Background: an optimization exercise with open tools, aiming at small area, a short achievable clock period and few clock cycles per item. Do not read the settings as production practice. Function was checked by simulation only, so behaviour that the tests miss may differ from the original.

==> flow/design.v, too long to show whole: its modules and the start of the top module <==
// module svm_cordic_rom: 139 lines
// module svm_emul: 189 lines
// module svm_sqsum: 556 lines
// module svm_ecorr: 953 lines
// module svm_mac: 436 lines
// module svm_axi_wrapper: 310 lines
module svm_axi_wrapper #(
    parameter WIDTH     = 16,
    parameter N_FEATURES = 4,
    parameter N_SV      = 31,
    parameter C_S_AXIS_TDATA_WIDTH = 32,
    parameter C_M_AXIS_TDATA_WIDTH = 32
)(
    input  wire axi_clk,
    input  wire axi_reset_n,
    input  wire [C_S_AXIS_TDATA_WIDTH-1:0] s_axis_tdata,
    input  wire                            s_axis_tvalid,
    output wire                            s_axis_tready,
    input  wire                            s_axis_tlast,
    output wire [C_M_AXIS_TDATA_WIDTH-1:0] m_axis_tdata,
    output reg                             m_axis_tvalid,
    input  wire                            m_axis_tready,
    output reg                             m_axis_tlast
);
  // ...
==> flow/run.sh <==
#!/bin/bash
# synth_recipe.tcl (not shown) runs the flow's synth.tcl, then flattens the netlist and writes it again
# the make line also repeats each setting of config.mk as NAME=value (left out here)
make -C /OpenROAD-flow-scripts/flow DESIGN_CONFIG=/design/flow/config.mk WORK_HOME=/design/flow/orfs CLKGATE_MAP_FILE= SYNTH_SCRIPT=/design/flow/synth_recipe.tcl finish
==> flow/config.mk <==
export PLATFORM = sky130hd
export DESIGN_NAME = svm_axi_wrapper
export DESIGN_NICKNAME = svm_axi_wrapper
export VERILOG_FILES = /design/flow/design.v
export SDC_FILE = /design/flow/constraint.sdc
export NUM_CORES = 4
export LEC_CHECK = 0
export ABC_AREA = 1
export CAP_MARGIN = 20
export CORE_MARGIN = 2
export CORE_UTILIZATION = 40
export SETUP_SLACK_MARGIN = 5.0
export SLEW_MARGIN = 20
==> flow/constraint.sdc <==
create_clock -name core_clock -period 12.0 [get_ports {axi_clk}]
set_input_delay 2.4000 -clock core_clock [delete_from_list [all_inputs] [get_ports {axi_clk}]]
set_output_delay 2.4000 -clock core_clock [all_outputs]
set_load 0.01 [all_outputs]
==> reports/results.ini, run 1 <==
[sta]
skew_ns=0.0720
hold_violations=0
finalCritPeriodShare_pct=56.0

[logic_synthesis]
yosys_warnings=3
synthArstFlopShare_pct=0
syn_avg_cell_area_sq_um=8.07
syn-cell-area_sq_um=51800
synthAdderAreaFrac_pct=27.5

[critical_path]
crit_path_end=YY[15]
cp-start-kind=register
critPathBufInv=6

[cells_and_area]
comb.multi_input.count=4279
drive_above_1_share_pct=4.68

[global_routing]
grt_pass1_wl_mm=240
gr-max-usage-layer=met2

[min_path]
min_from=A1[7]

[placement]
dpl_worst_slack_ns=3.57

[flow_run]
max-cap-violations=0

[detailed_routing]
drc=0
wl_met2_mm=71.7

[clock_network]
cts_htree_levels=2
cts_sinks=537

[status]
status=complete, no violations

Testbench counts, summed over its fixed seeds: cycles 24,920, samples 256.
==> module svm_axi_wrapper, before the edit <==
module svm_axi_wrapper #(
    parameter WIDTH     = 16,
    parameter N_FEATURES = 4,
    parameter N_SV      = 31,
    parameter C_S_AXIS_TDATA_WIDTH = 32,
    parameter C_M_AXIS_TDATA_WIDTH = 32
)(
    input  wire axi_clk,
    input  wire axi_reset_n,
    input  wire [C_S_AXIS_TDATA_WIDTH-1:0] s_axis_tdata,
    input  wire                            s_axis_tvalid,
    output wire                            s_axis_tready,
    input  wire                            s_axis_tlast,
    output wire [C_M_AXIS_TDATA_WIDTH-1:0] m_axis_tdata,
    output reg                             m_axis_tvalid,
    input  wire                            m_axis_tready,
    output reg                             m_axis_tlast
);
    wire rst = ~axi_reset_n;
    reg        in_hdr;       
    reg  [1:0] wp;           
    reg  [4:0] svi;          
    reg        tl_acc;       
    reg        s_rdy;
    assign s_axis_tready = s_rdy;
    wire hs = s_axis_tvalid & s_rdy;
    wire at_last  = ~in_hdr & (wp == 2'd2) & (svi == 5'd30);
    wire pre_last = ~in_hdr & (wp == 2'd1) & (svi == 5'd30);
    reg signed [15:0] x0, x1, x2, x3;
    reg signed [15:0] rho0, rho1, rho2;
    reg [31:0] A1, A2;
    reg [31:0] A3;
    reg        tlp;          
    reg [31:0] W;            
    reg        wv;           
    reg        wsec;         
    reg        dv, zgo, z2, c1, c2, c3, ek, ek2, m0, m1, vt;
    wire       mv_next;
    always @(posedge axi_clk) begin
        if (rst) begin
            in_hdr <= 1'b1;
            wp     <= 2'd0;
            svi    <= 5'd0;
            tl_acc <= 1'b0;
            wv     <= 1'b0;
            zgo    <= 1'b0;
        end else begin
            wv  <= 1'b0;
            zgo <= 1'b0;
            if (hs) begin
                if (in_hdr) begin
                    wp <= wp + 2'd1;
                    if (wp == 2'd3) begin
                        in_hdr <= 1'b0;
                        wp     <= 2'd0;
                        svi    <= 5'd0;
                    end
                    tl_acc <= tl_acc | s_axis_tlast;
                end else begin
                    if (wp == 2'd2) begin
                        wp  <= 2'd0;
                        zgo <= 1'b1;
                        if (svi == 5'd30) begin
                            in_hdr <= 1'b1;
                            tl_acc <= 1'b0;
                        end else begin
                            svi    <= svi + 5'd1;
                            tl_acc <= tl_acc | s_axis_tlast;
                        end
                    end else begin
                        wp     <= wp + 2'd1;
                        wv     <= 1'b1;
                        tl_acc <= tl_acc | s_axis_tlast;
                    end
                end
            end
        end
    end
    wire [15:0] xsel_lo = wp[0] ? x2 : x0;
    wire [15:0] xsel_hi = wp[0] ? x3 : x1;
    wire [15:0] d_lo = xsel_lo - s_axis_tdata[15:0];
    wire [15:0] d_hi = xsel_hi - s_axis_tdata[31:16];
    always @(posedge axi_clk) begin
        if (hs) begin
            if (in_hdr) begin
                case (wp)
                    2'd0: begin x0 <= s_axis_tdata[15:0]; x1 <= s_axis_tdata[31:16]; end
                    2'd1: begin x2 <= s_axis_tdata[15:0]; x3 <= s_axis_tdata[31:16]; end
                    2'd2: begin rho0 <= s_axis_tdata[15:0]; rho1 <= s_axis_tdata[31:16]; end
                    default: rho2 <= s_axis_tdata[15:0];
                endcase
            end else if (wp == 2'd2) begin
                A1  <= s_axis_tdata;
                if (svi == 5'd30) tlp <= tl_acc | s_axis_tlast;
            end
        end
    end
    always @(posedge axi_clk) begin
        W    <= {d_hi[15], d_hi[14:0] ^ {15{d_hi[15]}}, d_lo[15], d_lo[14:0] ^ {15{d_lo[15]}}};
        wsec <= wp[0];
    end
    wire last_next = hs ? pre_last : at_last;
    always @(posedge axi_clk) begin
        if (rst) s_rdy <= 1'b1;
        else     s_rdy <= ~(last_next & mv_next);
    end
    reg  [31:0] Q;
    wire [31:0] qsum;
    svm_sqsum u_sq (.a(W[15:0]), .b(W[31:16]), .c(wsec ? Q : 32'd0), .y(qsum));
    always @(posedge axi_clk) begin
        if (wv) Q <= qsum;
    end
    wire        zsat = ~Q[31] & (Q[30:14] > 17'd4352);
    wire [15:0] zt   = Q[29:14];
    wire        zmin = (zt == 16'h8000);
    wire        zlo  = zsat | ($signed(zt) >= 16'sd4608) | zmin;
    wire        zhi  = ~zsat & ($signed(zt) < -16'sd4560) & ~zmin;
    wire signed [15:0] ts = zt;
    wire               s0 = ts[15] | (ts == 16'sd0);
    wire               s1 = s0 ? (ts <= -16'sd2250) : (ts <= 16'sd2250);
    wire               s2 = s0 ? (s1 ? (ts <= -16'sd3297) : (ts <= -16'sd1204))
                               : (s1 ? (ts <= 16'sd1203)  : (ts <= 16'sd3296));
    reg  signed [17:0] pc3;
    always @(*) begin
        case ({s0, s1, s2})
            3'b000:  pc3 = -18'sd30488;
            3'b001:  pc3 = -18'sd22252;
            3'b010:  pc3 = -18'sd13750;
            3'b011:  pc3 = -18'sd5514;
            3'b100:  pc3 = 18'sd5512;
            3'b101:  pc3 = 18'sd13748;
            3'b110:  pc3 = 18'sd22250;
            default: pc3 = 18'sd30486;
        endcase
    end
    wire signed [17:0] p3 = {zt[14:0], 3'b000} + pc3;
    reg  [17:0] Zp;
    reg  [2:0]  Zs3;
    reg         Zlo1, Zhi1;
    always @(posedge axi_clk) begin
        if (dv) begin
            Zp   <= p3;
            Zs3  <= {s0, s1, s2};
            Zlo1 <= zlo;
            Zhi1 <= zhi;
        end
    end
    wire               s3 = Zp[17];
    wire               s4 = s3 ? ($signed(Zp) < -18'sd2051) : ($signed(Zp) < 18'sd2051);
    wire signed [17:0] zu = ~Zp + (s3 ? (s4 ? -18'sd2055 : 18'sd2047)
                                      : (s4 ? 18'sd2047 : 18'sd6149));
    wire        u_neg = zu[17];
    wire        u_big = ~zu[17] & (zu[16:12] != 5'd0);
    wire [7:0]  stop  = u_neg ? 8'h00 : u_big ? 8'hff : zu[11:4];
    wire [3:0]  u4    = zu[3:0];
    reg  [2:0]  stail;
    always @(*) begin
        if (u_neg)           stail = 3'b000;
        else if (u_big)      stail = 3'b111;
        else if (u4 < 4'd3)  stail = 3'b001;
        else if (u4 < 4'd7)  stail = 3'b010;
        else if (u4 < 4'd11) stail = 3'b101;
        else if (u4 < 4'd15) stail = 3'b110;
        else                 stail = 3'b111;
    end
    wire [14:0] rx;
    wire [15:0] ry;
    svm_cordic_rom u_rom (.s({Zs3, s3, s4, stop[7:6]}), .rx(rx), .ry(ry));
    reg  [8:0]  Zs;          
    reg         Zlo, Zhi;
    reg  [14:0] RX;
    reg  [15:0] RY;
    always @(posedge axi_clk) begin
        RX <= rx;
        RY <= ry;
        if (z2) begin
            Zs  <= {stop[5:0], stail};
        end else begin
            Zs  <= {Zs[6:0], 2'b00};     
        end
        if (z2) begin
            Zlo <= Zlo1;
            Zhi <= Zhi1;
        end
    end
    reg [14:0]        XX;
    reg signed [15:0] YY;
    reg               Xlo, Xhi;
    reg [2:0]         Xs;        
    wire [14:0]        xi0 = c1 ? RX : XX;
    wire signed [15:0] yi0 = c1 ? RY : YY;
    function [30:0] citer;
        input [14:0]        xi;
        input signed [15:0] yi;
        input               sg;
        input [3:0]         sh;
        reg   [14:0]        xs;
        reg   signed [15:0] ys;
        begin
            xs = xi >> sh;
            ys = yi >>> sh;
            if (sg) citer = {xi + ys[14:0], yi + {1'b0, xs}};
            else    citer = {xi - ys[14:0], yi - {1'b0, xs}};
        end
    endfunction
    wire [3:0] sh0 = c1 ? 4'd7 : c2 ? 4'd9  : 4'd11;
    wire [3:0] sh1 = c1 ? 4'd8 : c2 ? 4'd10 : 4'd12;
    wire g0 = Zs[8];
    wire g1 = Zs[7];
    wire [30:0] it0 = citer(xi0, yi0, g0, sh0);
    wire [30:0] it1 = citer(it0[30:16], it0[15:0], g1, sh1);
    always @(posedge axi_clk) begin
        XX <= it1[30:16];
        YY <= it1[15:0];
        if (c3) begin
            Xlo <= Zlo;
            Xhi <= Zhi;
            Xs  <= Zs[6:4];
        end
    end
    wire [5:0] ec;
    svm_ecorr u_ecorr (.x(XX), .y(YY), .s13(Xs[2]), .s14(Xs[1]), .s15(Xs[0]), .ec(ec));
    reg [16:0] ES;
    reg [5:0]  EC;
    always @(posedge axi_clk) begin
        ES <= {2'b00, XX} + {YY[15], YY};
        EC <= ec;
    end
    wire [30:0] eprod;
    svm_emul u_emul (.s(ES), .c(EC), .p(eprod));
    reg [13:0] K;
    always @(posedge axi_clk) begin
        if (ek2) K <= Xlo ? 14'd0 : Xhi ? 14'h30ee : eprod[30:17];
    end
    always @(posedge axi_clk) begin
        if (rst) begin
            dv <= 1'b0; z2 <= 1'b0;
            c1 <= 1'b0; c2 <= 1'b0; c3 <= 1'b0; ek <= 1'b0; ek2 <= 1'b0;
            m0 <= 1'b0; m1 <= 1'b0; vt <= 1'b0;
        end else begin
            dv <= wv & wsec;
            z2 <= zgo;
            c1 <= z2;
            c2 <= c1;
            c3 <= c2;
            ek <= c3;
            ek2 <= ek;
            m0 <= ek2;
            m1 <= m0;
            vt <= m1 & (pj == 5'd30);
        end
    end
    always @(posedge axi_clk) begin
        if (c1) begin
            A2  <= A1;
        end
        if (ek) begin
            A3  <= A2;
        end else if (m0) begin
            A3[15:0] <= A3[31:16];       
        end
    end
    reg [31:0] acc01, acc02, acc12;
    reg  [4:0]  pj;
    always @(posedge axi_clk) begin
        if (rst)                   pj <= 5'd0;
        else if (m1)               pj <= (pj == 5'd30) ? 5'd0 : pj + 5'd1;
    end
    wire [1:0]  grp   = (pj < 5'd7) ? 2'd0 : (pj < 5'd20) ? 2'd1 : 2'd2;
    wire [4:0]  tg    = {pj == 5'd30, pj == 5'd7, pj == 5'd0, grp};
    wire [15:0] ma    = A3[15:0];
    wire sel01 = m0 & (tg[1:0] != 2'd2);
    wire sel12 = m1 & (tg[1:0] != 2'd0);
    wire sel02 = ~sel01 & ~sel12;
    wire init  = tg[2] | (m1 & tg[3]);
    wire signed [15:0] rsel = sel01 ? rho0 : sel02 ? rho1 : rho2;
    wire [31:0] accsel = sel01 ? acc01 : sel02 ? acc02 : acc12;
    wire [31:0] opa = init ? {~{{4{rsel[15]}}, rsel}, 12'hfff} : accsel;
    wire [31:0] asum;
    svm_mac u_mac (.a(ma), .k(K), .c(opa), .ci(init), .y(asum));
    always @(posedge axi_clk) begin
        if (m0 | m1) begin
            if (sel01) acc01 <= asum;
            if (sel02) acc02 <= asum;
            if (sel12) acc12 <= asum;
        end
    end
    reg  [1:0] cls;
    wire p01 = ~acc01[31] & (|acc01[30:0]);
    wire p02 = ~acc02[31] & (|acc02[30:0]);
    wire p12 = ~acc12[31] & (|acc12[30:0]);
    wire [1:0] v0 = {1'b0, p01} + {1'b0, p02};
    wire [1:0] v1 = {1'b0, ~p01} + {1'b0, p12};
    wire [1:0] v2 = {1'b0, ~p02} + {1'b0, ~p12};
    wire [1:0] vcls = (v0 >= v1 && v0 >= v2) ? 2'd0 :
                      (v1 >= v0 && v1 >= v2) ? 2'd1 : 2'd2;
    assign mv_next = vt | (m_axis_tvalid & ~m_axis_tready);
    always @(posedge axi_clk) begin
        if (rst) begin
            m_axis_tvalid <= 1'b0;
        end else begin
            m_axis_tvalid <= mv_next;
        end
        if (vt) begin
            cls          <= vcls;
            m_axis_tlast <= tlp;
        end
    end
    assign m_axis_tdata = {30'd0, cls};
endmodule
==> run 2: changes to the inputs <==
--- a/flow/design.v
+++ b/flow/design.v
@@ -2475,4 +2475,4 @@
             ys = yi >>> sh;
-            if (sg) citer = {xi + ys[14:0], yi + {1'b0, xs}};
-            else    citer = {xi - ys[14:0], yi - {1'b0, xs}};
+            citer = {xi + (ys[14:0] ^ {15{~sg}}) + {14'd0, ~sg},
+                     yi + ({1'b0, xs} ^ {16{~sg}}) + {15'd0, ~sg}};
         end
@@ -2523,3 +2523,3 @@
             m1 <= m0;
-            vt <= m1 & (pj == 5'd30);
+            vt <= m1 & tg[4];
         end
@@ -2538,15 +2538,28 @@
     reg  [4:0]  pj;
+    reg  [4:0]  tg;
+    wire [4:0]  pj_n  = (pj == 5'd30) ? 5'd0 : pj + 5'd1;
     always @(posedge axi_clk) begin
-        if (rst)                   pj <= 5'd0;
-        else if (m1)               pj <= (pj == 5'd30) ? 5'd0 : pj + 5'd1;
+        if (rst) begin
+            pj <= 5'd0;
+            tg <= 5'b00100;
+        end else if (m1) begin
+            pj <= pj_n;
+            tg <= {pj_n == 5'd30, pj_n == 5'd7, pj_n == 5'd0,
+                   (pj_n < 5'd7) ? 2'd0 : (pj_n < 5'd20) ? 2'd1 : 2'd2};
+        end
     end
-    wire [1:0]  grp   = (pj < 5'd7) ? 2'd0 : (pj < 5'd20) ? 2'd1 : 2'd2;
-    wire [4:0]  tg    = {pj == 5'd30, pj == 5'd7, pj == 5'd0, grp};
     wire [15:0] ma    = A3[15:0];
-    wire sel01 = m0 & (tg[1:0] != 2'd2);
-    wire sel12 = m1 & (tg[1:0] != 2'd0);
-    wire sel02 = ~sel01 & ~sel12;
-    wire init  = tg[2] | (m1 & tg[3]);
-    wire signed [15:0] rsel = sel01 ? rho0 : sel02 ? rho1 : rho2;
-    wire [31:0] accsel = sel01 ? acc01 : sel02 ? acc02 : acc12;
+    reg  sel01, sel02, sel12, init;
+    always @(posedge axi_clk) begin
+        if (rst) begin
+            sel01 <= 1'b0; sel02 <= 1'b0; sel12 <= 1'b0; init <= 1'b0;
+        end else begin
+            sel01 <= ek2 & (tg[1:0] != 2'd2);
+            sel02 <= (ek2 & (tg[1:0] == 2'd2)) | (m0 & (tg[1:0] == 2'd0));
+            sel12 <= m0 & (tg[1:0] != 2'd0);
+            init  <= (ek2 & tg[2]) | (m0 & (tg[2] | tg[3]));
+        end
+    end
+    wire signed [15:0] rsel = ({16{sel01}} & rho0) | ({16{sel02}} & rho1) | ({16{sel12}} & rho2);
+    wire [31:0] accsel = ({32{sel01}} & acc01) | ({32{sel02}} & acc02) | ({32{sel12}} & acc12);
     wire [31:0] opa = init ? {~{{4{rsel[15]}}, rsel}, 12'hfff} : accsel;
@@ -2555,7 +2568,5 @@
     always @(posedge axi_clk) begin
-        if (m0 | m1) begin
-            if (sel01) acc01 <= asum;
-            if (sel02) acc02 <= asum;
-            if (sel12) acc12 <= asum;
-        end
+        if (sel01) acc01 <= asum;
+        if (sel02) acc02 <= asum;
+        if (sel12) acc12 <= asum;
     end
==> reports/results.ini, run 2 <==
[placement]
dp_hpwl_mm=124
portBuffers=41
gp_congestion=0.964
dp_cells=7856

[critical_path]
cp_data_required_time_ns=12.59
cp_slowest_stage_delay_ns=0.40
critPathKind=register to register
worstPathArrival_ns=7.25
cp-start-kind=register
startpoint=Zp[17]
crit_fanout=51
worstReg2RegEnd=RX[7]
crit_path_end=RX[7]
r2r_start=Zp[17]
r2r_slack_ns=5.34
critPathCaptureType=register
cp_slowest_cell=edfxtp_1
path_common_cell=nand2_1
r2r_cells=34

[clock_network]
hold_buffers=0
cts_sinks=546  ; +1.7%
cts_max_path_buffers=3
cts-buffers-inserted=61
cts_tree=built
worstSkewPairLatency_ns=0.68
cts.clk_slew.worst_paths_ns=0.07
cts_htree_levels=2  ; unchanged
cts-root-buf=clkbuf_16

[global_routing]
grt_antenna_before_repair=21
grt_pass1_wl_mm=247  ; +2.8%
grt_pass1_vias=41200
overflow=0
grt_max_degree=57
grt.total_usage_pct=24.5

[cells_and_area]
mostFrequentLayoutCells=nand2_1, inv_1, fa_1
fill_cells=12700
nets=7143
finalNonFillerCells=8000
drive_above_1_share_pct=4.08  ; -0.60 points
layout_commonest_cell=nand2_1
syn_to_final_growth_pct=8.39

[logic_synthesis]
synth_common_cells=nand2_1, inv_1, fa_1
synthArstFlopShare_pct=0  ; unchanged
yosys_most_used_dff=edfxtp_1
synthMostInstantiatedCell=nand2_1
yosys_warnings=3  ; unchanged
yosysUniqueCellTypes=67
ys_ff_latch=546
synthCells=6312
synth_edf_count=382
syn-cell-area_sq_um=51300  ; -1.0%
ys_seq_area_share_pct=28.8
syn_avg_cell_area_sq_um=8.13  ; +0.72%
yosysTopAreaCell=edfxtp_1
ys_top_cells_by_area=edfxtp_1, fa_1, nand2_1
synth_top_area_share_pct=22.4

[sta]
fmax_mhz=150
slew_headroom_pct=25.7
final.min_clock_period_ns=6.66
rsz0062_at_grt=true
slew_viol_final=0
skew_ns=0.0385  ; -0.0335 ns
finalCritPeriodShare_pct=55.5  ; -0.54 points
finalSetupTns_ns=0
hold_violations=0  ; unchanged
max_slew.worst_pin.slew_ns=1.11
setup_viol=0

[detailed_routing]
drc=0  ; unchanged
vias_per_cell=5.12
drt-initial-drc-count=3169
ant_nets=0
wire_per_inst_um=20.0
drtPass1Iterations=6
via_count=41000
drt-total-wl_mm=160

[die]
num_rows=131
core_area_sq_um=127000
dieArea_sq_um=131000
die_w_um=362
die_h_um=362
initial_core_util_pct=40.3
pin_count=72

[flow_run]
max-cap-violations=0  ; unchanged

[status]
status=complete, no violations

[min_path]
hold_class=register to register

[run 2: cell count changes after synthesis, moves of 10 or more]
cell,delta
nand2_1,-27
a31oi_1,-18
o21ai_0,-37
a21oi_1,-52
nand3_1,+19
xor2_1,+12
o21ai_1,+15
nor2_1,+14
o211ai_1,-11
ha_1,-10
[run 2: kinds of logic after synthesis]
family | synth area share (%)
simple gates | 17.7
buf+inv | 12.2
fa+ha+maj | 27.5
compound gates | 9.17
flops | 28.8
xor+xnor | 4.65
mux | 0.0390
other cells | 0.00731
[run 2: metal layers]
metal  global-route usage (%)  vias up  wire length (um)
li1                         -    19600                 -
met1                     33.5    19900             71600
met2                     39.5     1153             73300
met3                     3.49      303              8820
met4                     9.40       12              6370
met5                        0        -                80
[run 2: final cells by class]
type | instances | area, sq um | area share, %
multi-input combinational | 4171 | 30500 | 54.9
timing repair buffer | 101 | 897 | 1.61
sequential | 546 | 14800 | 26.6
inverter | 1394 | 5250 | 9.44
antenna | 12 | 30.0 | 0.0540
clock buffer | 77 | 1770 | 3.19
clock inverter | 37 | 284 | 0.511
tap | 1662 | 2080 | 3.74
[run 2: stage by stage]
stage | setup WS (ns) | utilization [%] | cell area (sq um) | hold slack [ns]
after floorplan | 5.39 | - | 51400 | 0.390
after global placement | 4.29 | 41.8 | 53300 | 0.401
after detailed placement | 4.22 | 41.8 | 53300 | 0.405
after CTS | 5.03 | 43.5 | 55300 | 0.416
after global routing | 4.87 | 43.6 | 55600 | 0.419
final | 5.34 | 43.7 | 55600 | 0.416
[run 2: worst min path at each step]
stage / from / end / cells past startpoint
5_1_grt: A1[30] / A2[30] / 0
3_5_place_dp: A1[23] / A2[23] / 0
2_1_floorplan: zgo / z2 / 2
4_1_cts: A1[26] / A2[26] / 0
3_3_place_gp: A1[20] / A2[20] / 0
6_report: A1[30] / A2[30] / 0
[run 2: repair_timing]
action                     CTS  global route
setup endpoints to repair   30            39
pin swaps                    0             4
gates resized for setup      9            24
buffers inserted             1            16
cloned                       0             1
[run 2: critical path, delay by kind of cell, from the launching register on]
kind | cells | cell delay, ns
and+or+nand+nor | 16 | 2.40
buffers and inverters | 10 | 1.63
adders and majority gates | 4 | 1.33
AOI/OAI and AO/OA | 3 | 0.63
DFF | 1 | 0.40
xor gates and xnor gates | 1 | 0.09
Testbench counts of run 2, summed over its fixed seeds: cycles 24,920, samples 256.
==> run 3: changes to the inputs <==
==> flow/flow/run.sh (new file) <==
#!/bin/bash
# Standard layout (the standard.sh, standard synthesis unchanged) with a
# larger setup-slack target for ORFS's timing repair. make's full output goes
# to flow_make.log in the work folder.
set -euo pipefail
bash standard.sh SETUP_SLACK_MARGIN=7 finish > flow_make.log 2>&1
==> flow/standard.sh (new file) <==
#!/bin/bash
# synth_recipe.tcl (not shown) runs the flow's synth.tcl, then flattens the netlist and writes it again
# the make line also repeats each setting of config.mk as NAME=value (left out here)
make -C /OpenROAD-flow-scripts/flow DESIGN_CONFIG=/design/flow/config.mk WORK_HOME=/design/flow/orfs CLKGATE_MAP_FILE= SYNTH_SCRIPT=/design/flow/synth_recipe.tcl "${@:-finish}"
removed: flow/run.sh
==> reports/results.ini, run 3 <==
[sta]
final.min_clock_period_ns=5.58  ; -1.08 ns
setup_viol=0  ; unchanged
finalSetupTns_ns=0  ; unchanged
max_slew.worst_pin.slew_ns=1.14  ; +0.0329 ns
rsz0062_at_grt=true
finalCritPeriodShare_pct=46.5  ; -9.0 points
slew_headroom_pct=23.8  ; -1.9 points
hold_violations=0  ; unchanged
fmax_mhz=179  ; +19%
slew_viol_final=0  ; unchanged
skew_ns=0.0262  ; -0.0123 ns

[global_routing]
grt_pass1_wl_mm=260  ; +5.1%
overflow=0  ; unchanged
grt_antenna_before_repair=33  ; +57%
grt_pass1_vias=43500  ; +5.7%
grt.total_usage_pct=25.8  ; +1.3 points
grt_max_degree=70  ; +23%

[logic_synthesis]
yosys_warnings=3  ; unchanged
synthMostInstantiatedCell=nand2_1
syn_avg_cell_area_sq_um=8.13  ; unchanged
ys_seq_area_share_pct=28.8  ; unchanged
synth_common_cells=nand2_1, inv_1, fa_1
ys_ff_latch=546  ; unchanged
synthArstFlopShare_pct=0  ; unchanged
yosysTopAreaCell=edfxtp_1
synth_top_area_share_pct=22.4  ; unchanged
ys_top_cells_by_area=edfxtp_1, fa_1, nand2_1
yosysUniqueCellTypes=67  ; unchanged
yosys_most_used_dff=edfxtp_1
syn-cell-area_sq_um=51300  ; unchanged
synth_edf_count=382  ; unchanged
synthCells=6312  ; unchanged

[detailed_routing]
dr_wl_met3_mm=11.4  ; +29%
drc=0  ; unchanged
via_count=44000  ; +7.4%
wire_per_inst_um=20.5  ; +2.5%
wl_met2_mm=80.2  ; +9.4%
drt-total-wl_mm=174  ; +8.5%
drtPass1Iterations=6  ; unchanged
highest_layer=met5
vias_per_cell=5.19  ; +1.4%
wl_met1_mm=74.6  ; +4.3%
ant_nets=0  ; unchanged
drt-initial-drc-count=3963  ; +25%

[min_path]
min_from=A2[21]
hold_end=A3[21]
hold_path_depth=0  ; unchanged
hold_class=register to register

[cells_and_area]
nets=7610  ; +6.5%
drive_above_1_share_pct=20.7  ; +17 points
mostFrequentLayoutCells=nand2_1, inv_1, fa_1
layout_commonest_cell=nand2_1
syn_to_final_growth_pct=24.6
fill_cells=12000  ; -5.6%

[critical_path]
worstPathArrival_ns=5.94  ; -1.31 ns
critPathCaptureType=register
cp-start-kind=register
critPathKind=register to register
path_common_cell=fa_1
r2r_slack_ns=6.42  ; +1.08 ns
cp_slowest_cell=fa_1
crit_path_cell_trace=buf_6, nand2_4, inv_2, fa_1, inv_1, fa_1, inv_2, fa_2, fa_1, fa_1, inv_2, fa_1, inv_2, ha_4, a21oi_4, o21ai_4, a21oi_4, nor2_2, a211oi_2, o31ai_4, nand2_2, o311ai_4, xor2_2
worstReg2RegEnd=acc02[30]
cp_slowest_stage_delay_ns=0.53  ; +0.13 ns
cp_data_required_time_ns=12.35  ; -0.24 ns
r2r_start=K[10]
crit_fanout=3  ; -94%
r2r_cells=23  ; -32%

[clock_network]
cts-buffers-inserted=66  ; +8.2%
cts-root-buf=clkbuf_16
hold_buffers=0  ; unchanged
worstSkewPairLatency_ns=0.64  ; -0.04 ns
cts.clk_slew.worst_paths_ns=0.06  ; about the same
cts_sinks=546  ; unchanged
cts_max_path_buffers=3  ; unchanged
cts_htree_levels=3  ; +1
cts_tree=built

[die]
pin_count=72  ; unchanged
die_w_um=362  ; unchanged
core_area_sq_um=127000  ; unchanged
num_rows=131  ; unchanged
die_h_um=362  ; unchanged
dieArea_sq_um=131000  ; unchanged
initial_core_util_pct=40.3  ; unchanged

[flow_run]
max-cap-violations=0  ; unchanged

[placement]
portBuffers=41  ; unchanged
dp_hpwl_mm=124  ; +0.29%
gp_congestion=0.940  ; -2.5%

[status]
status=complete, no violations

## run 3: cell counts after synthesis
Identical to the previous run, type by type.
## run 3: metal layers
| layer | up-vias | global-route usage, % |
|---|---|---|
| met4 | 12 | 10.4 |
| met2 | 1607 | 41.5 |
| li1 | 20600 | - |
| met1 | 21400 | 35.1 |
| met3 | 412 | 3.77 |
| met5 | - | 0 |
## run 3: final cells by class
class | instances | area [sq um] | area share [%]
diodes | 14 | 35.0 | 0.0548
flip-flops and latches | 546 | 14900 | 23.3
multi-input cells | 4172 | 33900 | 53.1
clock inverters | 35 | 427 | 0.668
clock buffers | 87 | 1840 | 2.88
inverters | 1394 | 5380 | 8.41
repair inverters | 2 | 16.3 | 0.0255
repair buffers | 560 | 5310 | 8.31
well taps | 1662 | 2080 | 3.25
## run 3: cell families after synthesis
| kind of cell | synth area share, % |
|---|---|
| AOI/OAI and AO/OA | 9.17 |
| xor gates and xnor gates | 4.65 |
| other | 0.00731 |
| DFF | 28.8 |
| and+or+nand+nor | 17.7 |
| muxes | 0.0390 |
| adders and majority gates | 27.5 |
| buffers and inverters | 12.2 |
## run 3: worst max-delay path: cells and delay by family, from the launching register on
family / cells / cell delay (ns)
buffers and inverters: 6 / 0.39
adders and majority gates: 7 / 3.11
xor gates and xnor gates: 1 / 0.21
and+or+nand+nor: 3 / 0.21
DFF: 1 / 0.51
AOI/OAI and AO/OA: 6 / 0.87
## run 3: timing repair
item / in CTS / in global routing
endpoints found under the setup margin: 189 / 138
gates resized for setup: 582 / 430
hold endpoints to repair: 0 / 0
pin swaps: 249 / 250
buffers inserted: 293 / 178
gates cloned: 6 / 7
## run 3: worst max-delay path by stage
| stage | from | slack (ns) | endpoint |
|---|---|---|---|
| after CTS | A3[4] | 6.43 | acc01[30] |
| after detailed placement | Zp[17] | 4.55 | RY[1] |
| after floorplan | Zp[17] | 6.33 | RX[6] |
| final | K[10] | 6.42 | acc02[30] |
| after global routing | K[10] | 6.30 | acc02[31] |
| after global placement | Zp[17] | 4.45 | RY[1] |
## run 3: per-stage QoR
step	std cells	worst slack [ns]	hold slack (ns)	cell area, sq um	util, %
2_1_floorplan	6341	6.33	0.390	52600	-
5_1_grt	8468	6.30	0.417	63900	50.2
3_3_place_gp	7852	4.45	0.400	53900	42.3
4_1_cts	8273	6.43	0.418	60800	47.8
3_5_place_dp	7852	4.55	0.405	53900	42.3
6_report	8472	6.42	0.418	63900	50.2
==> run 4: changes to the inputs <==
--- a/flow/flow/run.sh
+++ b/flow/flow/run.sh
@@ -5,2 +5,2 @@
 set -euo pipefail
-bash standard.sh SETUP_SLACK_MARGIN=7 finish > flow_make.log 2>&1
+bash standard.sh SETUP_SLACK_MARGIN=6.5 finish > flow_make.log 2>&1
==> reports/results.ini, run 4 <==
[placement]
dp_hpwl_mm=121  ; -2.8%
gp_congestion=0.979  ; +4.1%
portBuffers=41  ; unchanged
dp_cells=7858  ; +0.076%

[die]
core_area_sq_um=127000  ; unchanged
die_h_um=362  ; unchanged
num_rows=131  ; unchanged
die_w_um=362  ; unchanged
pin_count=72  ; unchanged
dieArea_sq_um=131000  ; unchanged
initial_core_util_pct=40.3  ; unchanged

[cells_and_area]
layout_commonest_cell=nand2_1
fill_cells=12200  ; +1.8%
syn_to_final_growth_pct=18.4
drive_above_1_share_pct=15.1  ; -5.5 points
finalNonFillerCells=8297  ; -2.1%
mostFrequentLayoutCells=nand2_1, inv_1, fa_1
nets=7436  ; -2.3%

[logic_synthesis]
synthArstFlopShare_pct=0  ; unchanged
ys_seq_area_share_pct=28.8  ; unchanged
yosysTopAreaCell=edfxtp_1
yosysUniqueCellTypes=67  ; unchanged
synth_top_area_share_pct=22.4  ; unchanged
synth_edf_count=382  ; unchanged
syn_avg_cell_area_sq_um=8.13  ; unchanged
synth_common_cells=nand2_1, inv_1, fa_1
yosys_most_used_dff=edfxtp_1
synthMostInstantiatedCell=nand2_1
synthCells=6312  ; unchanged
syn-cell-area_sq_um=51300  ; unchanged
yosys_warnings=3  ; unchanged
ys_top_cells_by_area=edfxtp_1, fa_1, nand2_1
ys_ff_latch=546  ; unchanged

[flow_run]
max-cap-violations=0  ; unchanged

[clock_network]
cts_sinks=546  ; unchanged
cts.clk_slew.worst_paths_ns=0.07  ; about the same
worstSkewPairLatency_ns=0.69  ; +0.05 ns
cts_tree=built
cts_max_path_buffers=3  ; unchanged
cts_htree_levels=2  ; -1
cts-root-buf=clkbuf_16
cts-buffers-inserted=61  ; -7.6%

[detailed_routing]
drtPass1Iterations=6  ; unchanged
drt-total-wl_mm=166  ; -4.2%
wire_per_inst_um=20.1  ; -2.2%
via_count=43000  ; -2.4%
drc=0  ; unchanged
drt-initial-drc-count=3687  ; -7.0%
ant_nets=0  ; unchanged
vias_per_cell=5.18  ; -0.32%

[critical_path]
path_common_cell=nand3_2
critPathKind=register to register
cp-start-kind=register
crit_fanout=6  ; +3
worstPathArrival_ns=6.21  ; +0.27 ns
cp_data_required_time_ns=12.64  ; +0.29 ns
critPathCaptureType=register
cp_slowest_cell=nor2_1
cp_slowest_stage_delay_ns=0.40  ; -0.13 ns

[sta]
rsz0062_at_grt=true
finalSetupTns_ns=0  ; unchanged
setup_viol=0  ; unchanged
max_slew.worst_pin.slew_ns=1.12  ; -0.0254 ns
slew_viol_final=0  ; unchanged
skew_ns=0.0385  ; +0.0123 ns
slew_headroom_pct=24.8  ; +1.0 points
hold_violations=0  ; unchanged
finalCritPeriodShare_pct=46.4  ; -0.16 points
final.min_clock_period_ns=5.56  ; -0.0188 ns
fmax_mhz=180  ; +0.34%

[global_routing]
grt_antenna_before_repair=22  ; -33%
grt.total_usage_pct=24.8  ; -1.0 points
grt_max_degree=77  ; +10%
grt_pass1_wl_mm=250  ; -3.8%
overflow=0  ; unchanged
grt_pass1_vias=42000  ; -3.4%

[status]
status=complete, no violations

[min_path]
hold_class=register to register

==> run 4: cell counts after synthesis <==
No cell type changed its count.
==> run 4: path summary, 6_finish.rpt <==
path | from | endpoint | slack (ns) | cells past startpoint
max | Zp[4] | RX[5] | 6.44 | 34
min | A1[22] | A2[22] | 0.41 | 0
max reg2reg | Zp[4] | RX[5] | 6.44 | 34
min reg2reg | A1[22] | A2[22] | 0.41 | 0
==> run 4: logic make-up (layout without fill, tap and decap cells) <==
kind of cell,after synthesis,in the layout,synth area share (%)
AND/OR/NAND/NOR,2227,2229,17.7
buffers and inverters,1625,1901,12.2
adder cells (fa/ha/maj),831,831,27.5
AO/OA/AOI/OAI,810,810,9.17
flip-flops,546,546,28.8
XOR/XNOR,270,270,4.65
multiplexers,2,2,0.0390
other,1,46,0.00731
==> run 4: metal layers <==
metal	vias to the layer above	global-route usage [%]	wire length [um]	part of all wire, %
met5	-	0	80	0.048
met4	8	10.1	6870	4.1
met3	350	3.60	12100	7.3
met2	1590	39.6	76100	46
met1	20800	33.8	71200	43
li1	20200	-	-	-
==> run 4: final cells by class <==
type                    count  area, sq um  share of cell area (%)
inverters                1394         5340                    8.78
clock buffers              74         1660                    2.73
repair buffers            392         3630                    5.98
multi-input cells        4172        32700                    53.9
diodes                     16         40.0                  0.0659
flip-flops and latches    546        14900                    24.4
well taps                1662         2080                    3.42
repair inverters            1         8.76                  0.0144
clock inverters            40          410                   0.675
==> run 4: through the flow <==
stage	hold slack [ns]	utilization (%)	worst slack (ns)	area (sq um)
finish	0.414	47.7	6.44	60800
global route	0.419	47.7	6.19	60700
CTS	0.419	45.3	6.42	57700
detailed placement	0.405	42.0	4.73	53400
global placement	0.397	42.0	4.76	53400
floorplan	0.390	-	6.33	51700
==> run 4: timing repair <==
item                                    4_1_cts  5_1_grt
hold buffers                                  0        0
cloned                                        6        5
pin swaps                                    71      206
resized for setup                           247      452
endpoints found under the setup margin      124       99
setup buffers                               147      150
==> run 4: worst max-delay path, delay by kind of cell (launching register included) <==
family	cells	cell delay (ns)
xor+xnor	1	0.09
fa+ha+maj	4	1.17
buf+inv	6	0.64
simple gates	20	2.70
flops	1	0.39
compound gates	3	0.51
==> run 5: changes to the inputs <==
--- a/flow/flow/run.sh
+++ b/flow/flow/run.sh
@@ -5,2 +5,2 @@
 set -euo pipefail
-bash standard.sh SETUP_SLACK_MARGIN=6.5 finish > flow_make.log 2>&1
+bash standard.sh SETUP_SLACK_MARGIN=5.5 finish > flow_make.log 2>&1
==> reports/results.ini, run 5 <==
[detailed_routing]
drt-total-wl_mm=161  ; -3.4%
drc=0  ; unchanged
vias_per_cell=5.17  ; -0.16%
drt-initial-drc-count=3444  ; -6.6%
wire_per_inst_um=20.0  ; -0.46%
via_count=41600  ; -3.1%
ant_nets=0  ; unchanged
drtPass1Iterations=5  ; -1

[clock_network]
cts_max_path_buffers=3  ; unchanged
worstSkewPairLatency_ns=0.69  ; about the same
cts_htree_levels=3  ; +1
cts_sinks=546  ; unchanged
cts_tree=built
cts-buffers-inserted=67  ; +9.8%
cts-root-buf=clkbuf_16
cts.clk_slew.worst_paths_ns=0.07  ; about the same

[sta]
holdWs_ns=0.395  ; -0.0193 ns
rsz0062_at_grt=true
fin_ws_ns=5.83  ; -0.610 ns
slew_viol_final=0  ; unchanged
max_slew.worst_pin.slew_ns=1.08  ; -0.0425 ns
finalCritPeriodShare_pct=51.5  ; +5.1 points
setup_viol=0  ; unchanged
slew_headroom_pct=28.2  ; +3.3 points
finalSetupTns_ns=0  ; unchanged
skew_ns=0.0637  ; +0.0252 ns
hold_violations=0  ; unchanged
fmax_mhz=162  ; -9.9%
final.min_clock_period_ns=6.17  ; +0.610 ns

[die]
die_w_um=362  ; unchanged
die_h_um=362  ; unchanged
core_area_sq_um=127000  ; unchanged
initial_core_util_pct=40.3  ; unchanged
pin_count=72  ; unchanged
num_rows=131  ; unchanged
dieArea_sq_um=131000  ; unchanged

[logic_synthesis]
synthCells=6312  ; unchanged
syn-cell-area_sq_um=51300  ; unchanged
yosysTopAreaCell=edfxtp_1
ys_ff_latch=546  ; unchanged
syn_avg_cell_area_sq_um=8.13  ; unchanged
yosys_warnings=3  ; unchanged
ys_top_cells_by_area=edfxtp_1, fa_1, nand2_1
synth_edf_count=382  ; unchanged
synthArstFlopShare_pct=0  ; unchanged
synthMostInstantiatedCell=nand2_1
synth_top_area_share_pct=22.4  ; unchanged
ys_seq_area_share_pct=28.8  ; unchanged
synth_common_cells=nand2_1, inv_1, fa_1
yosysUniqueCellTypes=67  ; unchanged
yosys_most_used_dff=edfxtp_1

[cells_and_area]
design_area_sq_um=56400  ; -7.1%
layout_commonest_cell=nand2_1
drive_above_1_share_pct=5.32  ; -9.8 points
nets=7191  ; -3.3%
mostFrequentLayoutCells=nand2_1, inv_1, fa_1
syn_to_final_growth_pct=10.0
finalNonFillerCells=8055  ; -2.9%

[critical_path]
cp_slowest_stage_delay_ns=0.41  ; about the same
crit_family=simple AND/OR/NAND/NOR gates
crit_path_end=RY[1]
r2r_start=Zp[5]
cp_data_required_time_ns=12.63  ; about the same
startpoint=Zp[5]
worstReg2RegEnd=RY[1]
critPathKind=register to register
path_common_cell=inv_1
worstPathArrival_ns=6.80  ; +0.59 ns
cp_slowest_cell=fa_1
crit_fanout=12  ; +6
cp-start-kind=register
critPathCaptureType=register
r2r_cells=37  ; +8.8%
path_depth=37  ; +8.8%
r2r_slack_ns=5.83  ; -0.61 ns
critPathBufInv=10  ; +4

[global_routing]
use_met2_pct=39.5  ; -0.11 points
met3_usage_pct=4.48  ; +0.88 points
gr-max-usage-layer=met2
use_met1_pct=32.9  ; -0.98 points
grt_pass1_wl_mm=247  ; -1.0%
grt.total_usage_pct=24.5  ; -0.26 points
grt_max_degree=49  ; -36%
grt_antenna_before_repair=29  ; +32%
grt_pass1_vias=41100  ; -2.2%
overflow=0  ; unchanged

[placement]
place_area_sq_um=53300  ; -0.31%
gp_congestion=1.00  ; +2.4%
dp_hpwl_mm=122  ; +0.70%
dp_cells=7857  ; -0.013%
dpl_worst_slack_ns=4.57  ; -0.165 ns
portBuffers=41  ; unchanged

[status]
status=complete, no violations

[flow_run]
max-cap-violations=0  ; unchanged

[min_path]
hold_class=register to register

## run 5: cell count changes in the layout (fill, tap and decap cells not counted), sizes merged
cell	change
buf	-242
clkbuf	+11
clkinvlp	-3
bufbuf	-2
bufinv	-2
clkinv	-2
diode	-1
inv	-1
## run 5: per-stage QoR
stage,utilization (%)
after global routing,44.3
after CTS,43.7
final,44.3
after global placement,41.8
after floorplan,-
after detailed placement,41.8
## run 5: cell families after synthesis
family                     synth area share [%]
AOI/OAI and AO/OA                          9.17
buffers and inverters                      12.2
DFF                                        28.8
adders and majority gates                  27.5
and+or+nand+nor                            17.7
xor gates and xnor gates                   4.65
other                                   0.00731
muxes                                    0.0390
## run 5: metal layers
metal / routed length [um] / up-vias
met4: 6990 / 12
met3: 10600 / 347
li1: - / 19700
met2: 73100 / 1330
met1: 70100 / 20300
met5: 82 / -
## run 5: worst min path at each step
stage                     cells past startpoint  slack [ns]   start  endpoint
final                                         0        0.39  A2[23]    A3[23]
after global routing                          0        0.40   A1[5]     A2[5]
after CTS                                     0        0.40  A2[23]    A3[23]
after detailed placement                      0        0.40  A1[24]    A2[24]
after global placement                        0        0.40  A1[27]    A2[27]
after floorplan                               2        0.39     zgo        z2
## run 5: cell type report
| type | instances | area [sq um] |
|---|---|---|
| tap | 1662 | 2080 |
| fill | 12700 | 70900 |
| inverter | 1394 | 5270 |
| antenna | 15 | 37.5 |
| multi-input combinational | 4172 | 30600 |
| clock inverter | 33 | 393 |
| sequential | 546 | 14800 |
| timing repair buffer | 142 | 1330 |
| clock buffer | 91 | 1900 |
## run 5: timing repair
action / 4_1_cts / 5_1_grt
pin swaps: 2 / 10
hold buffers: 0 / 0
resized for setup: 28 / 55
cloned: 1 / 2
endpoints found under the setup margin: 41 / 66
buffers inserted: 8 / 48
==> run 6: changes to the inputs <==
--- a/flow/flow/run.sh
+++ b/flow/flow/run.sh
@@ -5,2 +5,2 @@
 set -euo pipefail
-bash standard.sh SETUP_SLACK_MARGIN=5.5 finish > flow_make.log 2>&1
+bash standard.sh SETUP_SLACK_MARGIN=6 finish > flow_make.log 2>&1
--- a/flow/config.mk
+++ b/flow/config.mk
@@ -7,3 +7,2 @@
 export LEC_CHECK = 0
-export ABC_AREA = 1
 export CAP_MARGIN = 20
==> reports/results.ini, run 6 <==
[status]
status=complete, no violations

[sta]
finalCritPeriodShare_pct=50.4  ; -1.1 points
skew_ns=0.0324  ; -0.0313 ns
fin_ws_ns=5.96  ; +0.131 ns
finalSetupTns_ns=0  ; unchanged
hold_violations=0  ; unchanged
slew_viol_final=0  ; unchanged
rsz0062_at_grt=true
final.min_clock_period_ns=6.04  ; -0.131 ns
max_slew.worst_pin.slew_ns=1.02  ; -0.0525 ns
fmax_mhz=165  ; +2.2%
setup_viol=0  ; unchanged
slew_headroom_pct=31.3  ; +3.1 points

[clock_network]
cts_max_path_buffers=3  ; unchanged
cts-root-buf=clkbuf_16
worstSkewPairLatency_ns=0.67  ; -0.02 ns
cts_tree=built
cts.clk_slew.worst_paths_ns=0.07  ; about the same
cts_sinks=546  ; unchanged
cts_htree_levels=3  ; unchanged
cts-buffers-inserted=69  ; +3.0%

[min_path]
hold_end=A2[4]
min_from=A1[4]
hold_class=register to register
hold_path_depth=0  ; unchanged

[flow_run]
max-cap-violations=0  ; unchanged

[die]
die_h_um=361  ; -0.38%
dieArea_sq_um=130000  ; -0.76%
core_area_sq_um=126000  ; -1.1%
die_w_um=361  ; -0.38%
pin_count=72  ; unchanged
num_rows=130  ; -0.76%
initial_core_util_pct=40.4  ; +0.15 points

[critical_path]
r2r_start=K[11]
r2r_cells=24  ; -35%
worstPathArrival_ns=6.44  ; -0.36 ns
critPathKind=register to register
cp-start-kind=register
worstReg2RegEnd=acc12[28]
critPathCaptureType=register
crit_fanout=4  ; -8
r2r_slack_ns=5.96  ; +0.13 ns
cp_data_required_time_ns=12.39  ; -0.24 ns

[detailed_routing]
drt-initial-drc-count=3098  ; -10%
via_count=39900  ; -4.1%
wire_per_inst_um=21.8  ; +9.1%
drc=0  ; unchanged
vias_per_cell=5.53  ; +7.0%
drtPass1Iterations=6  ; +1
drt-total-wl_mm=157  ; -2.2%
ant_nets=0  ; unchanged

[logic_synthesis]
ys_top_cells_by_area=edfxtp_1, fa_1, ha_1
synthCells=5302  ; -16%
yosysTopAreaCell=edfxtp_1
synth_top_area_share_pct=22.5  ; +0.17 points
yosys_warnings=3  ; unchanged
synthMostInstantiatedCell=inv_1
yosysUniqueCellTypes=107  ; +60%
syn-cell-area_sq_um=50900  ; -0.77%
synth_edf_count=382  ; unchanged
ys_seq_area_share_pct=29.0  ; +0.22 points
yosys_most_used_dff=edfxtp_1
synthArstFlopShare_pct=0  ; unchanged
syn_avg_cell_area_sq_um=9.60  ; +18%
synth_common_cells=inv_1, fa_1, nand2_1
ys_ff_latch=546  ; unchanged

[global_routing]
grt_pass1_vias=40100  ; -2.6%
grt_pass1_wl_mm=240  ; -2.9%
grt.total_usage_pct=23.8  ; -0.74 points
overflow=0  ; unchanged
grt_max_degree=57  ; +16%
grt_antenna_before_repair=20  ; -31%

[placement]
dp_hpwl_mm=109  ; -10%
portBuffers=41  ; unchanged
dpl_worst_slack_ns=4.17  ; -0.395 ns
gp_congestion=0.963  ; -3.9%
place_area_sq_um=52900  ; -0.68%

[cells_and_area]
mostFrequentLayoutCells=inv_1, fa_1, nand2_1
drive_above_1_share_pct=16.0  ; +11 points
syn_to_final_growth_pct=17.0
layout_commonest_cell=inv_1
nets=6373  ; -11%
design_area_sq_um=59600  ; +5.5%

## run 6: worst max-delay path by stage
stage / to / cells past startpoint / slack, ns / from
floorplan: RY[5] / 34 / 5.77 / Zp[17]
global placement: RX[8] / 24 / 4.26 / Zp[1]
CTS: RY[3] / 26 / 5.99 / Zp[5]
global route: acc12[28] / 24 / 5.71 / K[11]
finish: acc12[28] / 24 / 5.96 / K[11]
detailed placement: RX[8] / 26 / 4.17 / Zp[1]
## run 6: critical path, cell delays in order (launching register included)
cell and delay (ns):
edfxtp_1 0.43, buf_6 0.15, buf_6 0.11, and2_4 0.14
ha_4 0.27, fa_1 0.44, fa_2 0.36, fa_1 0.52
fa_1 0.57, inv_2 0.04, fa_1 0.49, inv_2 0.05
ha_4 0.21, a21o_1 0.17, a21o_1 0.18, a21oi_2 0.13
nor3b_2 0.18, a21o_1 0.20, o21ai_4 0.09, a31o_4 0.24
o21a_4 0.21, nor4_2 0.19, nor3_2 0.10, xnor2_1 0.16
buf_4 0.16
## run 6: timing repair
item                                    4_1_cts  5_1_grt
pin swaps                                    93      176
endpoints found under the setup margin      105      105
hold buffers                                  0        0
buffers inserted                            146      126
gates cloned                                  5        5
gates resized for setup                     196      266
## run 6: per-stage QoR
step                hold slack, ns  cells  utilization [%]
floorplan                    0.400   5331                -
global placement             0.401   6802             42.0
detailed placement           0.405   6802             42.0
CTS                          0.411   7078             45.6
global route                 0.416   7219             47.3
finish                       0.392   7220             47.3
## run 6: kinds of logic (layout without fill, tap and decap cells)
logic type,Yosys count,count (layout),share of synthesized area [%]
flops,546,546,29.0
mux,94,94,2.05
other cells,1,41,0.00737
simple gates,1443,1444,14.2
xor+xnor,280,280,4.83
buf+inv,1039,1266,7.99
fa+ha+maj,831,831,27.8
compound gates,1068,1068,14.1
## run 6: per-layer routing
| layer | part of all wire (%) | track usage [%] | vias to the layer above |
|---|---|---|---|
| li1 | - | - | 18300 |
| met1 | 42 | 31.1 | 19800 |
| met2 | 46 | 38.4 | 1482 |
| met3 | 6.7 | 4.09 | 383 |
| met4 | 5.2 | 11.4 | 6 |
| met5 | 0.020 | 0 | - |
## run 6: final cells by class
| cell class | count | area (sq um) |
|---|---|---|
| fill | 11700 | 66300 |
| clock buffer | 83 | 1810 |
| antenna | 11 | 27.5 |
| sequential | 546 | 14900 |
| timing repair buffer | 372 | 3480 |
| multi-input combinational | 3747 | 33800 |
| tap | 1650 | 2060 |
| inverter | 769 | 2930 |
| clock inverter | 42 | 543 |
==> run 7: changes to the inputs <==
--- a/flow/config.mk
+++ b/flow/config.mk
@@ -7,2 +7,3 @@
 export LEC_CHECK = 0
+export ABC_AREA = 1
 export CAP_MARGIN = 20
@@ -10,2 +11,3 @@
 export CORE_UTILIZATION = 40
+export PLACE_DENSITY = 0.7
 export SETUP_SLACK_MARGIN = 5.0
==> reports/results.ini, run 7 <==
[global_routing]
grt_max_degree=61  ; +7.0%
grt_pass1_wl_mm=251  ; +4.5%
overflow=0  ; unchanged
grt_pass1_vias=42600  ; +6.2%
grt_antenna_before_repair=22  ; +10%
grt.total_usage_pct=24.9  ; +1.1 points

[detailed_routing]
wire_per_inst_um=20.2  ; -7.3%
via_count=42600  ; +6.6%
drt-total-wl_mm=164  ; +4.1%
ant_nets=0  ; unchanged
drc=0  ; unchanged
vias_per_cell=5.25  ; -5.0%
drtPass1Iterations=8  ; +2
drt-initial-drc-count=3703  ; +20%

[critical_path]
worstPathArrival_ns=6.16  ; -0.28 ns
r2r_cells=21  ; -13%
r2r_slack_ns=6.21  ; +0.26 ns
critPathKind=register to register
r2r_start=A3[7]
cp_data_required_time_ns=12.38  ; about the same
path_common_cell=fa_1
worstReg2RegEnd=acc02[30]
cp_slowest_stage_delay_ns=0.56  ; about the same
startpoint=A3[7]
critPathCaptureType=register
crit_family=adder cells
crit_fanout=14  ; +10
crit_path_cell_trace=buf_4, nand2_1, inv_1, fa_1, fa_1, fa_1, fa_1, fa_1, inv_1, fa_1, inv_1, ha_1, nand2_1, o21ai_0, a21oi_2, nor2_1, a211oi_2, o31ai_4, nand2_1, o311ai_0, xor2_1
cp_slowest_cell=fa_1
cp-start-kind=register
critPathBufInv=4  ; -1

[clock_network]
cts_tree=built
cts.clk_slew.worst_paths_ns=0.07  ; about the same
cts_sinks=546  ; unchanged
cts_htree_levels=2  ; -1
cts-buffers-inserted=58  ; -16%
cts_max_path_buffers=3  ; unchanged
cts-root-buf=clkbuf_16
worstSkewPairLatency_ns=0.70  ; +0.03 ns

[cells_and_area]
finalNonFillerCells=8106  ; +12%
mostFrequentLayoutCells=nand2_1, inv_1, fa_1
design_area_sq_um=57400  ; -3.5%
syn_to_final_growth_pct=12.0
drive_above_1_share_pct=8.34  ; -7.6 points
layout_commonest_cell=nand2_1
nets=7247  ; +14%

[die]
core_area_sq_um=127000  ; +1.2%
pin_count=72  ; unchanged
initial_core_util_pct=40.3  ; -0.15 points
die_h_um=362  ; +0.38%
dieArea_sq_um=131000  ; +0.77%
die_w_um=362  ; +0.38%
num_rows=131  ; +0.77%

[sta]
hold_violations=0  ; unchanged
max_slew.worst_pin.slew_ns=1.05  ; +0.0232 ns
finalSetupTns_ns=0  ; unchanged
fmax_mhz=173  ; +4.5%
final.min_clock_period_ns=5.79  ; -0.258 ns
rsz0062_at_grt=true
holdWs_ns=0.398  ; +0.00661 ns
skew_ns=0.0699  ; +0.0375 ns
setup_viol=0  ; unchanged
slew_viol_final=0  ; unchanged
fin_ws_ns=6.21  ; +0.258 ns
slew_headroom_pct=30.1  ; -1.2 points
finalCritPeriodShare_pct=48.2  ; -2.2 points

[logic_synthesis]
synth_edf_count=382  ; unchanged
synthAdderAreaFrac_pct=27.5  ; -0.21 points
yosys_warnings=3  ; unchanged
synth-compound-area-share_pct=9.17  ; -5.0 points
ys_ff_latch=546  ; unchanged
syn_avg_cell_area_sq_um=8.13  ; -15%
syn-cell-area_sq_um=51300  ; +0.78%
synth-simple-area-share_pct=17.7  ; +3.4 points
synth_top_family_by_area=adder cells
synthCells=6312  ; +19%
synth_xor_area_share_pct=4.65  ; -0.18 points
ys_top_cells_by_area=edfxtp_1, fa_1, nand2_1
synth_top_area_share_pct=22.4  ; -0.17 points
yosys_most_used_dff=edfxtp_1
yosysUniqueCellTypes=67  ; -37%
yosysTopAreaCell=edfxtp_1
ys_seq_area_share_pct=28.8  ; -0.22 points
synthMostInstantiatedCell=nand2_1
synthArstFlopShare_pct=0  ; unchanged
synthMuxAreaShare_pct=0.0390  ; -2.0 points
synth_common_cells=nand2_1, inv_1, fa_1

[placement]
dp_cells=7852  ; +15%
dpl_worst_slack_ns=4.14  ; -0.0327 ns
portBuffers=41  ; unchanged
gp_congestion=1.04  ; +7.8%
dp_hpwl_mm=123  ; +13%
place_area_sq_um=53300  ; +0.70%

[min_path]
hold_end=m_axis_tlast
min_from=tlp
hold_class=register to register
hold_path_depth=0  ; unchanged

[status]
status=complete, no violations

[flow_run]
max-cap-violations=0  ; unchanged

[run 7: cell types whose count changed after synthesis, sizes merged, moves of 66 or more]
cell,previous run,this run
inv,767,1388
xor2,78,186
nand3,69,256
xnor2,202,84
a21oi,262,328
and2,367,1
nand2,399,1539
[run 7: worst max path at each step]
stage	to	slack [ns]	cells past startpoint
final	acc02[30]	6.21	21
after global routing	YY[14]	5.84	38
after CTS	RY[5]	5.94	38
after detailed placement	RY[3]	4.14	38
after global placement	RY[3]	4.24	38
after floorplan	RY[9]	6.02	39
[run 7: metrics by stage]
step                      utilization [%]
after CTS                            44.1
after global routing                 45.1
final                                45.1
after detailed placement             41.8
after floorplan                         -
after global placement               41.8
[run 7: kinds of logic (layout without fill, tap and decap cells)]
| logic type | after synthesis | count (layout) |
|---|---|---|
| other cells | 1 | 49 |
| buf+inv | 1625 | 1707 |
| compound gates | 810 | 810 |
| fa+ha+maj | 831 | 831 |
| xor+xnor | 270 | 270 |
| mux | 2 | 2 |
| simple gates | 2227 | 2229 |
| flops | 546 | 546 |
[run 7: final cells by class]
cell class | count | area (sq um)
flip-flops and latches | 546 | 14800
fillers | 12300 | 69900
well taps | 1662 | 2080
inverters | 1394 | 5290
repair buffers | 207 | 1960
diodes | 19 | 47.5
multi-input cells | 4172 | 31300
clock inverters | 35 | 414
clock buffers | 71 | 1530
[run 7: repair_timing]
item / 4_1_cts / 5_1_grt
cloned: 4 / 1
hold buffers: 0 / 0
resized for setup: 133 / 175
pin swaps: 18 / 52
buffers inserted: 55 / 69
endpoints found under the setup margin: 93 / 85
[run 7: routing by layer]
layer / share of wire [%] / GRT usage (%) / wire length, um
met4: 5.3 / 11.8 / 8640
met3: 7.1 / 3.48 / 11600
met2: 46 / 40.1 / 75100
met1: 42 / 33.0 / 68400
met5: 0.018 / 0 / 30
==> run 8: changes to the inputs <==
--- a/flow/config.mk
+++ b/flow/config.mk
@@ -11,3 +11,2 @@
 export CORE_UTILIZATION = 40
-export PLACE_DENSITY = 0.7
 export SETUP_SLACK_MARGIN = 5.0
==> reports/results.ini, run 8 <==
[die]
initial_core_util_pct=40.3  ; unchanged
core_area_sq_um=127000  ; unchanged
num_rows=131  ; unchanged
pin_count=72  ; unchanged
die_w_um=362  ; unchanged
dieArea_sq_um=131000  ; unchanged
die_h_um=362  ; unchanged

[cells_and_area]
fill_cells=12600  ; +2.6%
layout_commonest_cell=nand2_1
drive_above_1_share_pct=7.78  ; -0.56 points
finalNonFillerCells=8120  ; +0.17%
nets=7253  ; +0.083%
syn_to_final_growth_pct=12.0  ; about the same
mostFrequentLayoutCells=nand2_1, inv_1, fa_1
utilization_pct=45.1  ; about the same

[status]
status=complete, no violations

[critical_path]
crit_path_end=acc01[30]
critPathKind=register to register
r2r_cells=23  ; +9.5%
startpoint=K[8]
crit_fanout=8  ; -6
worstReg2RegEnd=acc01[30]
worstPathArrival_ns=6.15  ; about the same
cp_data_required_time_ns=12.37  ; about the same
r2r_start=K[8]
r2r_slack_ns=6.22  ; about the same
critPathCaptureType=register
cp-start-kind=register

[logic_synthesis]
synthArstFlopShare_pct=0  ; unchanged
synth_top_area_share_pct=22.4  ; unchanged
yosys_warnings=3  ; unchanged
synth_edf_count=382  ; unchanged
synth_common_cells=nand2_1, inv_1, fa_1
ys_seq_area_share_pct=28.8  ; unchanged
synthMostInstantiatedCell=nand2_1
syn-cell-area_sq_um=51300  ; unchanged
ys_ff_latch=546  ; unchanged
yosysTopAreaCell=edfxtp_1
ys_top_cells_by_area=edfxtp_1, fa_1, nand2_1
synthCells=6312  ; unchanged
syn_avg_cell_area_sq_um=8.13  ; unchanged
yosys_most_used_dff=edfxtp_1
yosysUniqueCellTypes=67  ; unchanged

[placement]
dp_hpwl_mm=120  ; -2.5%
dp_cells=7859  ; +0.089%
dpl_worst_slack_ns=4.40  ; +0.260 ns
gp_congestion=0.976  ; -6.0%
portBuffers=41  ; unchanged

[global_routing]
grt_pass1_wl_mm=246  ; -2.0%
grt_pass1_vias=41500  ; -2.6%
grt_max_degree=64  ; +4.9%
overflow=0  ; unchanged
grt_antenna_before_repair=31  ; +41%
grt.total_usage_pct=24.3  ; -0.60 points

[clock_network]
cts_tree=built
cts.clk_slew.worst_paths_ns=0.07  ; about the same
cts-buffers-inserted=60  ; +3.4%
cts_sinks=546  ; unchanged
worstSkewPairLatency_ns=0.68  ; -0.02 ns
cts_htree_levels=2  ; unchanged
cts_max_path_buffers=3  ; unchanged
cts-root-buf=clkbuf_16

[min_path]
min_from=A1[31]
hold_class=register to register

[detailed_routing]
drtPass1Iterations=6  ; -2
drt-total-wl_mm=160  ; -2.2%
drt-initial-drc-count=3414  ; -7.8%
drc=0  ; unchanged
wire_per_inst_um=19.7  ; -2.3%
ant_nets=0  ; unchanged
wl_met2_mm=72.5  ; -3.5%
dr_wl_met3_mm=10.4  ; -11%
wl_met1_mm=70.3  ; +2.8%
vias_per_cell=5.17  ; -1.7%
highest_layer=met5
via_count=41900  ; -1.5%

[sta]
rsz0062_at_grt=true
max_slew.worst_pin.slew_ns=1.05  ; +0.00235 ns
finalSetupTns_ns=0  ; unchanged
hold_violations=0  ; unchanged
slew_headroom_pct=30.0  ; -0.087 points
final.min_clock_period_ns=5.78  ; -0.00397 ns
setup_viol=0  ; unchanged
fin_ws_ns=6.22  ; +0.00397 ns
slew_viol_final=0  ; unchanged
fmax_mhz=173  ; about the same
finalCritPeriodShare_pct=48.2  ; about the same
skew_ns=0.0602  ; -0.00972 ns

[flow_run]
max-cap-violations=0  ; unchanged

## run 8: metal layers
metal | vias up | GRT usage (%)
met2 | 1374 | 38.6
li1 | 19900 | -
met1 | 20400 | 33.2
met4 | 12 | 9.88
met3 | 335 | 3.60
met5 | - | 0
## run 8: worst min-delay path by stage
| stage | to | slack (ns) | depth (start not counted) |
|---|---|---|---|
| 2_1_floorplan | z2 | 0.39 | 2 |
| 3_3_place_gp | A2[30] | 0.40 | 0 |
| 3_5_place_dp | z2 | 0.40 | 2 |
| 4_1_cts | A2[31] | 0.38 | 0 |
| 5_1_grt | A2[31] | 0.40 | 0 |
| 6_report | A2[31] | 0.37 | 0 |
## run 8: kinds of logic after synthesis
family / count (synthesis) / share of synthesized area (%)
AND/OR/NAND/NOR: 2227 / 17.7
buffers and inverters: 1625 / 12.2
adder cells (fa/ha/maj): 831 / 27.5
AO/OA/AOI/OAI: 810 / 9.17
flip-flops: 546 / 28.8
XOR/XNOR: 270 / 4.65
multiplexers: 2 / 0.0390
other: 1 / 0.00731
## run 8: repair_timing
action | 4_1_cts | 5_1_grt
setup buffers | 57 | 62
hold buffers | 0 | 0
resized for setup | 91 | 158
pin swaps | 8 | 42
gates cloned | 3 | 4
setup endpoints to repair | 83 | 69
## run 8: critical path, stage by stage, from the launching register on
cell      delay [ns]
edfxtp_1        0.41
buf_12          0.17
nand2_1         0.06
inv_1           0.05
fa_1            0.55
inv_1           0.05
fa_1            0.48
inv_1           0.06
fa_1            0.43
fa_1            0.48
fa_1            0.54
inv_1           0.05
fa_1            0.50
inv_1           0.07
ha_4            0.23
a21oi_2         0.15
o21ai_0         0.08
a21oi_1         0.17
nor2_1          0.07
a211oi_2        0.29
o31ai_4         0.16
nand2_1         0.08
o311ai_1        0.12
xor2_1          0.22
## run 8: final cells by class
cell class	instances	area, sq um	area share [%]
Multi-Input combinational cell	4172	31100	54.1
Sequential cell	546	14800	25.8
Inverter	1394	5290	9.21
Tap cell	1662	2080	3.62
Timing Repair Buffer	211	2080	3.61
Clock buffer	84	1810	3.15
Clock inverter	29	226	0.394
Antenna cell	22	55.1	0.0959
## run 8: per-stage QoR
| stage | cell area (sq um) | hold slack (ns) |
|---|---|---|
| 2_1_floorplan | 51500 | 0.390 |
| 3_3_place_gp | 53300 | 0.401 |
| 3_5_place_dp | 53300 | 0.404 |
| 4_1_cts | 56200 | 0.381 |
| 5_1_grt | 57400 | 0.399 |
| 6_report | 57400 | 0.371 |

static timing again, ports no longer ideal:
The results above use ideal ports. As a check the final layouts listed here were re-extracted and re-timed, cells and wires unchanged. Step 1 (the two cells are an assumption about what drives the block):
set clk [get_ports {axi_clk}]
set_driving_cell -lib_cell sky130_fd_sc_hd__clkbuf_16 $clk
set_driving_cell -lib_cell sky130_fd_sc_hd__buf_2 [delete_from_list [all_inputs] $clk]
Step 2 times the ports against the registers' clock, not the clock port: input delays grow and output delays shrink by t, the midpoint of the rising clock arrivals with the driver on. Three values: no drivers, after step 1, after step 2; two values: the first two.
run	shift t [ns]	slack for setup (ns)	worst setup path at the end	cell pins on the clock port's net
run 1	0.732	5.274 / 5.274 / 5.274	register to register	1
run 2	0.735	5.339 / 5.339 / 5.339	register to register	1
run 3	0.703	6.417 / 6.417 / 6.417	register to register	1
run 4	0.747	6.436 / 6.436 / 5.945	input to register	1
run 5	0.732	5.826 / 5.826 / 5.802	input to register	1
run 6	0.724	5.957 / 5.957 / 5.593	input to register	1
run 7	0.740	6.215 / 6.215 / 5.882	input to register	1
run 8	0.735	6.219 / 6.219 / 5.807	input to register	1
After both steps every run listed still meets setup and hold. For run 4, which loses most, drivers alone change the setup slack by 0.000 ns; drivers and shift together by -0.491 ns.
